This is an optimization exercise on Yosys and OpenROAD, whose aim is small area, a short achievable clock period and few clock cycles, not a production implementation.
In this exercise RTL edits were held to simulation tests only and were not proved equivalent to the original.

==> run a <==
==> flow/design.v (excerpt) <==
module Top(
    input                           sys_clk     ,
    input                           sys_rst_n   ,
    input                           trig        ,
    output  reg                     vld         ,
    input                   [9:0]   data_in     ,
    output  wire    signed  [12:0]  sin_out     ,
    output  wire    signed  [12:0]  cos_out
);
wire [7:0] r = data_in[7:0];
reg  [7:0] w;        
reg        sw;       
reg        s_neg;
reg        c_neg;
reg        busy;
always @(posedge sys_clk) begin
    w     <= r[7] ? (8'd0 - r) : r;
    sw    <= data_in[8] ^ data_in[7];
    s_neg <= data_in[9];
    c_neg <= data_in[9] ^ data_in[8];
end
always @(posedge sys_clk or negedge sys_rst_n) begin
    if (~sys_rst_n) begin
        busy <= 1'b0;
        vld  <= 1'b0;
    end
    else begin
        busy <= trig;
        vld  <= busy;
    end
end
wire [10:0] s_t;
wire [11:0] c_t;
sc_tab tab (.a(w), .s(s_t), .c(c_t));
wire        fix = sw && (w == 8'd108);
wire        w0  = (w == 8'd0);
wire [11:0] s_mag = sw ? c_t : {1'b0, s_t};
wire [11:0] c_mag = sw ? (fix ? 12'd1259 : {1'b0, s_t}) : c_t;
wire        s_n = s_neg & ~(w0 & ~sw);
wire        c_n = c_neg & ~(w0 & sw);
function [11:0] lowzero;
    input [11:0] m;
    reg   [11:0] n;
    reg          a01, a23, a45, a67, a89, p4, p8;
    begin
        n   = ~m;
        a01 = n[0] & n[1];
        a23 = n[2] & n[3];
        a45 = n[4] & n[5];
        a67 = n[6] & n[7];
        a89 = n[8] & n[9];
        p4  = a01 & a23;
        p8  = p4 & (a45 & a67);
        lowzero[0]  = 1'b1;
        lowzero[1]  = n[0];
        lowzero[2]  = a01;
        lowzero[3]  = a01 & n[2];
        lowzero[4]  = p4;
        lowzero[5]  = p4 & n[4];
        lowzero[6]  = p4 & a45;
        lowzero[7]  = p4 & (a45 & n[6]);
        lowzero[8]  = p8;
  ...
export LEC_CHECK = 0
export ABC_AREA = 1
export CAP_MARGIN = 20
export CORE_MARGIN = 2
export CORE_UTILIZATION = 40
export SLEW_MARGIN = 20
export SYNTH_MEMORY_MAX_BITS = 32768
create_clock -name core_clock -period 10.0 [get_ports {sys_clk}]
standard.sh (not shown) runs the stock make flow with config.mk's settings and CLKGATE_MAP_FILE= SYNTH_SCRIPT=/design/flow/synth_recipe.tcl, a recipe that flattens the netlist after the stock synthesis.
==> flow/flow/run.sh <==
#!/bin/bash
# The standard layout (standard.sh) with one added step and three settings:
#  - after the standard synthesis, the combinational logic between the standard
#    synthesis's flip-flops is mapped again by ABC for area (remap.script); the
#    flip-flops, their names and cell types are left as they are;
#  - synthesis maps no adder cells (ADDER_MAP_FILE empty);
#  - port buffers are buf_2 instead of the delay buffer buffer_ports picks;
#  - timing repair aims for SETUP_SLACK_MARGIN ns of setup slack.
# The clock period and constraints are the standard flow's. Each tool's output goes to a log here.
set -euo pipefail
W=$(pwd)
R=$W/orfs/results/$FLOW_PLATFORM/Top/base
P=$FLOW_HOME/platforms/$FLOW_PLATFORM
LIB=$P/lib/sky130_fd_sc_hd__tt_025C_1v80.lib
VARS=(ADDER_MAP_FILE= "BUFFER_PORTS_ARGS=-buffer_cell sky130_fd_sc_hd__buf_2" SETUP_SLACK_MARGIN=7.2)

bash standard.sh "${VARS[@]}" synth > synth.log 2>&1

cp "$R/1_2_yosys.v" "$W/standard_1_2_yosys.v"
python3 flow/split_lib.py "$LIB" "$P/config.mk" remap_comb.lib remap_seq.lib remap_dont_use.txt > split_lib.log 2>&1
cat > remap.ys <<EOT
read_liberty -lib remap_seq.lib
read_liberty -ignore_miss_func remap_comb.lib
read_verilog -defer $W/standard_1_2_yosys.v
hierarchy -top $FLOW_TOP
flatten
rename -hide w:*.*
opt_clean -purge
abc -liberty $LIB $(cat remap_dont_use.txt) -script $W/flow/remap.script
opt_clean -purge
hilomap -singleton -hicell sky130_fd_sc_hd__conb_1 HI -locell sky130_fd_sc_hd__conb_1 LO
splitnets
opt_clean -purge
insbuf -buf sky130_fd_sc_hd__buf_4 A X
stat -liberty $LIB
write_verilog -noattr -nohex -nodec $R/1_2_yosys.v
EOT
yosys -l remap.log -q remap.ys > /dev/null 2>&1
rm -f "$R/1_synth.odb" "$R/1_synth.sdc"

bash standard.sh "${VARS[@]}" finish > layout.log 2>&1
rm -f remap_comb.lib remap_seq.lib
==> flow/flow/remap.script <==
strash
dch
map -B 0.9
topo
stime -c
buffer -c
upsize -c -D 1800
dnsize -c -D 1800
==> flow/flow/split_lib.py <==
# split_lib.py LIB PLATFORM_CONFIG COMB_OUT SEQ_OUT DONTUSE_OUT
# Splits a Liberty file into its combinational cells (with functions) and the rest
# (flip-flops, latches, cells without a function), and writes the platform's
# DONT_USE_CELLS as yosys abc -dont_use arguments.
import re, sys
lib, cfg, comb_out, seq_out, du_out = sys.argv[1:6]
src = open(lib).read()
starts = [(m.start(), m.group(1)) for m in
          re.finditer(r'\n\s*cell\s*\(\s*"?([A-Za-z0-9_]+)"?\s*\)\s*\{', src)]
def block_end(pos):
    j = src.index('{', pos); depth = 0
    while True:
        c = src[j]
        if c == '{': depth += 1
        elif c == '}':
            depth -= 1
            if depth == 0: return j + 1
        j += 1
header = src[:starts[0][0]]
comb, seq = [], []
for pos, name in starts:
    body = src[pos:block_end(pos)]
    is_seq = re.search(r'\n\s*(ff|latch|statetable)\s*\(', body) is not None
    (seq if (is_seq or 'function' not in body) else comb).append(body)
open(comb_out, 'w').write(header + ''.join(comb) + '\n}\n')
open(seq_out, 'w').write(header + ''.join(seq) + '\n}\n')
# DONT_USE_CELLS += \ name name \ ... up to the first line not ending in a backslash
lines = open(cfg).read().split('\n')
du = []
for i, l in enumerate(lines):
    if re.match(r'\s*export\s+DONT_USE_CELLS\s*\+?=', l):
        j = i
        while True:
            du += re.findall(r'sky130_fd_sc_hd__[A-Za-z0-9_]+', lines[j])
            if not lines[j].rstrip().endswith('\\'): break
            j += 1
open(du_out, 'w').write(' '.join('-dont_use ' + c for c in du) + '\n')
print(len(comb), 'combinational cells,', len(seq), 'others,', len(du), 'dont_use')
==> run b (differences from run a) <==
==> flow/flow/run.sh (replaced) <==
#!/bin/bash
# The standard layout (standard.sh), with three changes: synthesis maps no adder
# cells (ADDER_MAP_FILE empty, so ABC maps that logic with the rest), port buffers are
# buf_2 instead of the delay buffer buffer_ports picks by default, and timing repair
# aims for 7.1 ns of setup slack. The clock period and constraints are the standard flow's.
set -euo pipefail
bash standard.sh ADDER_MAP_FILE= "BUFFER_PORTS_ARGS=-buffer_cell sky130_fd_sc_hd__buf_2" SETUP_SLACK_MARGIN=7.1  finish > standard_flow.log 2>&1
removed: flow/flow/remap.script
removed: flow/flow/split_lib.py
==> run c (differences from run a) <==
==> flow/flow/remap.script (replaced) <==
strash
dch
map -B 0.9
topo
stime -c
buffer -c
upsize -c -D 1600
dnsize -c -D 1600
==> summary.md <==
| Metric | Value |
|---|---|
| Routed vias | 5137 |
| Final worst setup slack | 7.214 ns |
| Non-clock inverters | 82 |
| Status | no timing/DRC/antenna violations |
| Area growth syn-to-layout | 22.10% |
| # Taps | 108 |
-- figures above: run c

==> summary.md <==
| Metric | Value |
|---|---|
| Hold_buf cts | 0 |
| Status | no timing/DRC/antenna violations |
| Non-clock inverters | 82 |
| CP Max Fanout | 1 |
| Final worst setup slack | 7.218 ns |
| Routed vias | 5250 |
| # Taps | 108 |
| Area growth syn-to-layout | 29.74% |
-- figures above: run a

==> summary.md <==
| Metric | Value |
|---|---|
| Area growth syn-to-layout | 10.65% |
| Mux contribution to synthesized area | 0 |
| Port Buffers | 39 |
| Top Ports | 40 |
| # Taps | 133 |
| Worst relative slew slack | 0.4681 |
| Cell taking the most area after synthesis | nand2_1 |
| Final worst setup slack | 7.206 ns |
| Status | no timing/DRC/antenna violations |
| Routed vias | 4875 |
-- figures above: run b

Testbench counts of run a, summed over its fixed seeds: cycles 4,800.
Testbench counts of run b, summed over its fixed seeds: cycles 4,800.
Testbench counts of run c, summed over its fixed seeds: cycles 4,800.

-- separate check: timing with driven ports --
The flow's constraints put no driver on any port. The routed layouts listed below were extracted and timed again, unchanged, in two steps.
Step 1, drivers: a clkbuf_16 drives sys_clk and a buf_2 each remaining input, both assumed.
Step 2, shift: input delay + t, output delay - t, t = (earliest + latest rising clock arrival at the registers) / 2. This alone moves slack from input paths to output paths.
a / b / c = ideal ports / drivers / drivers and shift; a / b = the first two.
run	t, ns	setup slack, ns	slew at the worst register clock pin (ns)	cell pins on the clock port's net
run a	0.315	7.218 / 7.188 / 7.051	0.08 / 0.08	1
run b	0.326	7.206 / 7.175 / 6.975	0.08 / 0.08	1
run c	0.320	7.214 / 7.185 / 7.084	0.08 / 0.08	1
After both steps setup and hold are still met in every run listed. For run b, which loses most, drivers alone change the setup slack by -0.031 ns; drivers and shift together by -0.231 ns.
